Background: an optimization exercise with open tools, aiming at small area, a short achievable clock period and few clock cycles. Do not read the settings as production practice.
Function was checked by simulation only, so behaviour that the tests miss may differ from the original.

==> run A: inputs <==
## escape_time_mdbrot
module escape_time_mdbrot(input logic clk, input logic rst, input logic start,
                          input logic [12:0] max_iter, input logic [31:0] xmin, input logic [31:0] xmax, input logic [31:0] ymin, input logic [31:0] ymax, input logic [31:0] Xscale, input logic [31:0] Yscale,
                          output logic [7:0] vga_x, output logic [6:0] vga_y, output logic [2:0] vga_colour, output logic vga_plot,
                          output logic ready);
==> flow/config.mk <==
export PLATFORM = sky130hd
export DESIGN_NAME = escape_time_mdbrot
export DESIGN_NICKNAME = escape_time_mdbrot
export VERILOG_FILES = /design/flow/design.v
export SDC_FILE = /design/flow/constraint.sdc
export NUM_CORES = 4
export LEC_CHECK = 0
export CAP_MARGIN = 20
export CORE_MARGIN = 2
export CORE_UTILIZATION = 40
export PLACE_DENSITY = 0.6
export SLEW_MARGIN = 20
export SYNTH_HIERARCHICAL = 1
==> flow/constraint.sdc <==
create_clock -name core_clock -period 20.0 [get_ports {clk}]
set_input_delay 4.0000 -clock core_clock [delete_from_list [all_inputs] [get_ports {clk}]]
set_output_delay 4.0000 -clock core_clock [all_outputs]
set_load 0.01 [all_outputs]
run.sh (not shown) runs the stock make flow with config.mk's settings and CLKGATE_MAP_FILE= SYNTH_SCRIPT=/design/flow/synth_recipe.tcl, a recipe that flattens the netlist after the stock synthesis.
==> run F: changes against run A <==
--- a/flow/design.v
+++ b/flow/design.v
@@ -483,15 +483,16 @@
 wire [19:0] lo_a = {sq_s188, sq_s187, sq_s186, sq_s185, sq_s184, sq_s183, sq_s182, sq_s181, sq_s180, sq_s179, sq_s178, sq_s177, sq_s176, sq_s175, sq_s174, sq_s173, sq_s172, sq_s171, (a[0] & s), a[0]};
 wire [19:0] lo_b = {sq_c187, sq_c186, sq_c185, sq_c184, sq_c183, sq_c182, sq_c181, sq_c180, sq_c179, sq_c178, sq_c177, sq_c176, sq_c175, sq_c174, sq_c173, sq_c172, sq_c171, (a[1] & s), 1'b0, s};
 wire [20:0] lo = {1'b0, lo_a} + {1'b0, lo_b};
 assign c = lo[20];
 assign ha = {1'b0, sq_c209, sq_s209, sq_s208, sq_s207, sq_s206, sq_s205, sq_s204, sq_s203, sq_s202, sq_s201, sq_s200, sq_s199, sq_s198, sq_s197, sq_s196, sq_s195, sq_s194, sq_s193, sq_s192, sq_s191, sq_s190, sq_s189};
 assign hb = {1'b0, 1'b0, sq_c208, sq_c207, sq_c206, sq_c205, sq_c204, sq_c203, sq_c202, sq_c201, sq_c200, sq_c199, sq_c198, sq_c197, sq_c196, sq_c195, sq_c194, sq_c193, sq_c192, sq_c191, sq_c190, sq_c189, sq_c188};
 endmodule
-module mulcs(input [21:0] x, input [21:0] y, input neg, output [23:0] ha, output [23:0] hb, output c);
+module mulcs(input [21:0] x, input [21:0] y, output [23:0] ha, output [23:0] hb, output c);
+wire neg = x[21] ^ y[21];
 wire bo0, bt0, bn0;
 mbenc u_benc0(.y1(y[1]), .y0(y[0]), .ym(1'b0), .one(bo0), .two(bt0), .neg(bn0));
 wire bp0_0;
 mbpp u_bpp0_0(.one(bo0), .two(bt0), .neg(bn0), .a(x[0]), .b(1'b0), .p(bp0_0));
 wire bp0_1;
 mbpp u_bpp0_1(.one(bo0), .two(bt0), .neg(bn0), .a(x[1]), .b(x[0]), .p(bp0_1));
 wire bp0_2;
@@ -1903,140 +1904,126 @@
 logic [12:0] mi_r;                 
 logic        mi0, mi1, mi2;        
 logic [24:0] gcx, gcy;             
 logic [7:0]  gx;
 logic [6:0]  gy;
 logic        gdir;                 
 logic        gval;                 
-logic        v1, fresh1, fin1, last1, neg1;
+logic        v1, fin1, last1;
 logic [21:0] x1, y1;
-logic [21:0] xs1, ys1;             
+logic        sx1, sy1;
+logic [20:0] ax1, ay1;
 logic [12:0] rem1;                 
 logic [24:0] cx1, cy1;
 logic [7:0]  px1;
 logic [6:0]  py1;
-logic        v2, fin2, last2, per2;
-logic [21:0] xs2, ys2;
+logic        v2, fin2, last2;
 logic [22:0] xxa2, xxb2, yya2, yyb2;    
 logic        xxc2, yyc2;
 logic [23:0] xya2, xyb2;                
 logic        xyc2;
 logic [12:0] rem2;
 logic [24:0] cx2, cy2;
 logic [7:0]  px2;
 logic [6:0]  py2;
 function automatic logic big25(input logic [24:0] v);
      big25 = (v[24:21] != 4'b0000) && (v[24:21] != 4'b1111);
 endfunction
-logic        gwrap, glast;
-logic [24:0] gcx_a, gcy_a;
-logic [23:0] gcx_b, gcy_b;
-logic        gcx_s, gcy_s;
-logic [24:0] gcx_sum, gcy_sum, gcx_nx, gcy_nx;
-assign gwrap = gdir ? (gy == 7'd0) : (gy == 7'd119);
-assign glast = gwrap & (gx == 8'd159);
-assign gcx_a = (state == S_INIT) ? 25'd0 : gcx;
-assign gcx_b = (state == S_INIT) ? gcx[23:0] : {8'd0, xs_m};
-assign gcx_s = (state == S_INIT) ? gcx[24] : xs_s;
-assign gcy_a = (state == S_INIT) ? 25'd0 : gcy;
-assign gcy_b = (state == S_INIT) ? gcy[23:0] : {8'd0, ys_m};
-assign gcy_s = (state == S_INIT) ? gcy[24] : (ys_s ^ gdir);
-assign gcx_sum = gcx_a + {gcx_s, gcx_b ^ {24{gcx_s}}} + 25'(gcx_s);
-assign gcy_sum = gcy_a + {gcy_s, gcy_b ^ {24{gcy_s}}} + 25'(gcy_s);
-assign gcx_nx = gwrap ? gcx_sum : gcx;
-assign gcy_nx = gwrap ? gcy : gcy_sum;
-logic [20:0] ax1, ay1;
-assign ax1 = x1[20:0] ^ {21{x1[21]}};
-assign ay1 = y1[20:0] ^ {21{y1[21]}};
 logic [22:0] xxa, xxb, yya, yyb;
 logic        xxc, yyc, xyc;
 logic [23:0] xya, xyb;
-sqcs  sq_x   (.a(ax1), .s(x1[21]), .ha(xxa), .hb(xxb), .c(xxc));
-sqcs  sq_y   (.a(ay1), .s(y1[21]), .ha(yya), .hb(yyb), .c(yyc));
-mulcs mul_xy (.x(x1), .y(y1), .neg(neg1), .ha(xya), .hb(xyb), .c(xyc));
-logic match, save;
-assign match = ~fresh1 & (x1 == xs1) & (y1 == ys1);
-assign save = fresh1 | (rem1[1:0] == 2'd0);
+sqcs  sq_x   (.a(ax1), .s(sx1), .ha(xxa), .hb(xxb), .c(xxc));
+sqcs  sq_y   (.a(ay1), .s(sy1), .ha(yya), .hb(yyb), .c(yyc));
+mulcs mul_xy (.x(x1), .y(y1), .ha(xya), .hb(xyb), .c(xyc));
 always_ff @(posedge clk) begin
-     per2  <= match;
-     xs2   <= save ? x1 : xs1;
-     ys2   <= save ? y1 : ys1;
      xxa2  <= xxa;
      xxb2  <= xxb;
      xxc2  <= xxc;
      yya2  <= yya;
      yyb2  <= yyb;
      yyc2  <= yyc;
      xya2  <= xya;
      xyb2  <= xyb;
      xyc2  <= xyc;
-     if (fresh1) begin
-          fin2  <= mi0 | mi1 | big25(gcx) | big25(gcy);
-          last2 <= mi2;
-          rem2  <= mi0 ? 13'd0 : mi_r;
-          cx2   <= gcx;
-          cy2   <= gcy;
-          px2   <= gx;
-          py2   <= gy;
-     end else begin
-          fin2  <= fin1;
-          last2 <= last1;
-          rem2  <= rem1;
-          cx2   <= cx1;
-          cy2   <= cy1;
-          px2   <= px1;
-          py2   <= py1;
-     end
+     fin2  <= fin1;
+     last2 <= last1;
+     rem2  <= rem1;
+     cx2   <= cx1;
+     cy2   <= cy1;
+     px2   <= px1;
+     py2   <= py1;
 end
-logic        esc, stop, avail, take;
+logic        esc, stop, take;
 logic [24:0] xn, yn;
 escape esc_t (.xa(xxa2), .xb(xxb2), .xc(xxc2), .ya(yya2), .yb(yyb2), .yc(yyc2), .esc(esc));
 xnew   xn_a  (.xa(xxa2), .xb(xxb2), .xc(xxc2), .ya(yya2), .yb(yyb2), .yc(yyc2), .cx(cx2), .q(xn));
 ynew   yn_a  (.cy(cy2), .pa(xya2), .pb(xyb2), .pc(xyc2), .q(yn));
-assign stop = v2 & (fin2 | esc | last2 | per2);
-assign avail = (state == S_RUN) & gval & ~(fresh1 & glast);
-assign take = avail & (~v2 | stop);
+assign stop = v2 & (fin2 | esc | last2);
+assign take = gval & (state == S_RUN) & (~v2 | stop);
 logic [2:0] col;
 assign col = mi_r[2:0] + 3'd1 - rem2[2:0];
 always_ff @(posedge clk) begin
      if (take) begin
-          x1   <= fresh1 ? gcx_nx[21:0] : gcx[21:0];
-          y1   <= fresh1 ? gcy_nx[21:0] : gcy[21:0];
-          neg1 <= fresh1 ? (gcx_nx[21] ^ gcy_nx[21]) : (gcx[21] ^ gcy[21]);
+          x1    <= gcx[21:0];
+          y1    <= gcy[21:0];
+          sx1   <= gcx[21];
+          sy1   <= gcy[21];
+          ax1   <= gcx[20:0] ^ {21{gcx[21]}};
+          ay1   <= gcy[20:0] ^ {21{gcy[21]}};
+          cx1   <= gcx;
+          cy1   <= gcy;
+          px1   <= gx;
+          py1   <= gy;
+          rem1  <= mi0 ? 13'd0 : mi_r;
+          fin1  <= mi0 | mi1 | big25(gcx) | big25(gcy);
+          last1 <= mi2;
      end else begin
-          x1   <= xn[21:0];
-          y1   <= yn[21:0];
-          neg1 <= xn[21] ^ yn[21];
+          x1    <= xn[21:0];
+          y1    <= yn[21:0];
+          sx1   <= xn[21];
+          sy1   <= yn[21];
+          ax1   <= xn[20:0] ^ {21{xn[21]}};
+          ay1   <= yn[20:0] ^ {21{yn[21]}};
+          cx1   <= cx2;
+          cy1   <= cy2;
+          px1   <= px2;
+          py1   <= py2;
+          rem1  <= rem2 - 13'd1;
+          fin1  <= big25(xn) | big25(yn);
+          last1 <= (rem2 == 13'd2);
      end
-     rem1       <= rem2 - 13'd1;
-     fin1       <= big25(xn) | big25(yn);
-     last1      <= (rem2 == 13'd2);
-     xs1        <= xs2;
-     ys1        <= ys2;
-     cx1        <= cx2;
-     cy1        <= cy2;
-     px1        <= px2;
-     py1        <= py2;
      vga_x      <= px2;
      vga_y      <= py2;
      vga_colour <= ((~fin2 & ~esc) | rem2 == 13'd0) ? 3'd0 : col;
 end
 always_ff @(posedge clk) begin
      if (!rst) begin
           v1       <= 1'b0;
           v2       <= 1'b0;
-          fresh1   <= 1'b0;
           vga_plot <= 1'b0;
      end else begin
           v1       <= take | (v2 & ~stop);
           v2       <= v1;
-          fresh1   <= take;
           vga_plot <= stop;
      end
 end
+logic        gwrap;
+logic [24:0] gcx_a, gcy_a;
+logic [23:0] gcx_b, gcy_b;
+logic        gcx_s, gcy_s;
+assign gwrap = gdir ? (gy == 7'd0) : (gy == 7'd119);
+assign gcx_a = (state == S_INIT) ? 25'd0 : gcx;
+assign gcx_b = (state == S_INIT) ? gcx[23:0] : {8'd0, xs_m};
+assign gcx_s = (state == S_INIT) ? gcx[24] : xs_s;
+assign gcy_a = (state == S_INIT) ? 25'd0 : gcy;
+assign gcy_b = (state == S_INIT) ? gcy[23:0] : {8'd0, ys_m};
+assign gcy_s = (state == S_INIT) ? gcy[24] : (ys_s ^ gdir);
+logic [24:0] gcx_sum, gcy_sum;
+assign gcx_sum = gcx_a + {gcx_s, gcx_b ^ {24{gcx_s}}} + 25'(gcx_s);
+assign gcy_sum = gcy_a + {gcy_s, gcy_b ^ {24{gcy_s}}} + 25'(gcy_s);
 always_ff @(posedge clk) begin
      if (!rst) begin
           state <= S_IDLE;
           ready <= 1'b1;
           gval  <= 1'b0;
      end else begin
           case (state)
@@ -2048,15 +2035,15 @@
                     end
                end
                S_INIT: begin
                     gval  <= 1'b1;
                     state <= S_RUN;
                end
                default: begin
-                    if (fresh1 && glast) gval <= 1'b0;
+                    if (take && gwrap && gx == 8'd159) gval <= 1'b0;
                     if (!gval && !v1 && !v2) begin
                          state <= S_IDLE;
                          ready <= 1'b1;
                     end
                end
           endcase
      end
@@ -2080,21 +2067,21 @@
                mi1  <= (mi_r == 13'd1);
                mi2  <= (mi_r == 13'd2);
                mi_r <= mi_r - 13'd1;
                gcx  <= gcx_sum;
                gcy  <= gcy_sum;
           end
           default: begin
-               if (fresh1) begin
-                    gcx <= gcx_nx;
-                    gcy <= gcy_nx;
+               if (take) begin
                     if (gwrap) begin
                          gx   <= gx + 8'd1;
                          gdir <= ~gdir;
+                         gcx  <= gcx_sum;
                     end else begin
                          gy   <= gdir ? gy - 7'd1 : gy + 7'd1;
+                         gcy  <= gcy_sum;
                     end
                end
           end
      endcase
 end
 endmodule
==> run K: changes against run A <==
--- a/flow/design.v
+++ b/flow/design.v
@@ -1905,21 +1905,19 @@
 logic [24:0] gcx, gcy;             
 logic [7:0]  gx;
 logic [6:0]  gy;
 logic        gdir;                 
 logic        gval;                 
 logic        v1, fresh1, fin1, last1, neg1;
 logic [21:0] x1, y1;
-logic [21:0] xs1, ys1;             
 logic [12:0] rem1;                 
 logic [24:0] cx1, cy1;
 logic [7:0]  px1;
 logic [6:0]  py1;
-logic        v2, fin2, last2, per2;
-logic [21:0] xs2, ys2;
+logic        v2, fin2, last2;
 logic [22:0] xxa2, xxb2, yya2, yyb2;    
 logic        xxc2, yyc2;
 logic [23:0] xya2, xyb2;                
 logic        xyc2;
 logic [12:0] rem2;
 logic [24:0] cx2, cy2;
 logic [7:0]  px2;
@@ -1949,21 +1947,15 @@
 assign ay1 = y1[20:0] ^ {21{y1[21]}};
 logic [22:0] xxa, xxb, yya, yyb;
 logic        xxc, yyc, xyc;
 logic [23:0] xya, xyb;
 sqcs  sq_x   (.a(ax1), .s(x1[21]), .ha(xxa), .hb(xxb), .c(xxc));
 sqcs  sq_y   (.a(ay1), .s(y1[21]), .ha(yya), .hb(yyb), .c(yyc));
 mulcs mul_xy (.x(x1), .y(y1), .neg(neg1), .ha(xya), .hb(xyb), .c(xyc));
-logic match, save;
-assign match = ~fresh1 & (x1 == xs1) & (y1 == ys1);
-assign save = fresh1 | (rem1[1:0] == 2'd0);
 always_ff @(posedge clk) begin
-     per2  <= match;
-     xs2   <= save ? x1 : xs1;
-     ys2   <= save ? y1 : ys1;
      xxa2  <= xxa;
      xxb2  <= xxb;
      xxc2  <= xxc;
      yya2  <= yya;
      yyb2  <= yyb;
      yyc2  <= yyc;
      xya2  <= xya;
@@ -1988,15 +1980,15 @@
      end
 end
 logic        esc, stop, avail, take;
 logic [24:0] xn, yn;
 escape esc_t (.xa(xxa2), .xb(xxb2), .xc(xxc2), .ya(yya2), .yb(yyb2), .yc(yyc2), .esc(esc));
 xnew   xn_a  (.xa(xxa2), .xb(xxb2), .xc(xxc2), .ya(yya2), .yb(yyb2), .yc(yyc2), .cx(cx2), .q(xn));
 ynew   yn_a  (.cy(cy2), .pa(xya2), .pb(xyb2), .pc(xyc2), .q(yn));
-assign stop = v2 & (fin2 | esc | last2 | per2);
+assign stop = v2 & (fin2 | esc | last2);
 assign avail = (state == S_RUN) & gval & ~(fresh1 & glast);
 assign take = avail & (~v2 | stop);
 logic [2:0] col;
 assign col = mi_r[2:0] + 3'd1 - rem2[2:0];
 always_ff @(posedge clk) begin
      if (take) begin
           x1   <= fresh1 ? gcx_nx[21:0] : gcx[21:0];
@@ -2006,16 +1998,14 @@
           x1   <= xn[21:0];
           y1   <= yn[21:0];
           neg1 <= xn[21] ^ yn[21];
      end
      rem1       <= rem2 - 13'd1;
      fin1       <= big25(xn) | big25(yn);
      last1      <= (rem2 == 13'd2);
-     xs1        <= xs2;
-     ys1        <= ys2;
      cx1        <= cx2;
      cy1        <= cy2;
      px1        <= px2;
      py1        <= py2;
      vga_x      <= px2;
      vga_y      <= py2;
      vga_colour <= ((~fin2 & ~esc) | rem2 == 13'd0) ? 3'd0 : col;
==> run notes <==
area of the mapped netlist between 50,000 and 60,000 µm²; Top Layer Used met5; Tapcells 1,742; via count of the first global-routing pass roughly 37,000; initial antenna violation count 2; WL/cell 21.8 µm; nets ~6,000; slowest CP cell dfxtp_2; hold_sp py2[2]$_DFF_P_; Signal buffers 233; Pre-antenna DRT Iters 7; multi-input gates 3,733; status no timing/DRC/antenna violations; synth cell count leaders fa_1 (695), and2_1 (521), dfxtp_1 (448)
The numbers above come from run A.

==> run notes <==
multi-input gates between 3,000 and 4,000; Max Slew Vio Count 0; top cell category multi-input gates; Pre-antenna DRT Iters 5; synth cell count leaders fa_1 (695), and2_1 (479), nand2_1 (457); slowest CP cell buf_4; Die Y ~360 µm; hold_buf cts 0; largest net degree at the start of global routing 95; Rows 130; Signal buffers 210; Tapcells 1,650; area of the mapped netlist 50,200 µm²; top cells by area, synth fa_1 (28%), dfxtp_1 (16%), ha_1 (8.5%), edfxtp_1 (6.9%), xnor2_1 (6.7%); initial antenna violation count 4; CP Buf/Inv Count 2; hold_sp cy1[19]$_DFF_P_; most frequent cells in the layout fa_1 (695), and2_1 (479), nand2_1 (457); status no timing/DRC/antenna violations
The numbers above come from run F.

==> run notes <==
status no timing/DRC/antenna violations; Signal buffers between 200 and 250; synth cell count leaders fa_1 (695), and2_1 (521), dfxtp_1 (359); antenna-violating nets left 0; via count of the first global-routing pass 35,200; YS warnings 7; fmax around 160 MHz; area of the mapped netlist about 50,000 µm²; slowest CP cell dfxtp_4; Top Layer Used met5; seq_cells around 480; multi-input gates 3,608; nets approximately 5,700; initial antenna violation count 1; hold_sp py2[1]$_DFF_P_; Pre-antenna DRT Iters 5; WL/cell about 21 µm
The numbers above come from run K.

Testbench counts of run A, summed over its fixed seeds: cycles 2,352,101.
Testbench counts of run F, summed over its fixed seeds: cycles 2,717,180.
Testbench counts of run K, summed over its fixed seeds: cycles 2,717,180.

[afterwards: timing with drivers on the ports]
How much do the figures lean on ideal ports? The routed layouts below were timed once more, with nothing changed but the port constraints. Step 1 (the two cells are an assumption about what drives the block):
set clk [get_ports {clk}]
set_driving_cell -lib_cell sky130_fd_sc_hd__clkbuf_16 $clk
set_driving_cell -lib_cell sky130_fd_sc_hd__buf_2 [delete_from_list [all_inputs] $clk]
Step 2 moves the port delays by t, midway between the first and last clock arrival at a register: inputs arrive t later, outputs are due t later. That takes back most of the time a late clock gives input paths. a / b / c = ideal / step 1 / step 2; a / b = the first two.
run	shift t [ns]	setup WS [ns]	worst data-port slew with drivers (ns)
run A	0.717	13.796 / 13.796 / 13.796	0.09
run F	0.728	13.495 / 13.495 / 13.495	0.11
run K	0.673	13.806 / 13.806 / 13.806	0.10
After both steps every run listed still meets setup and hold.
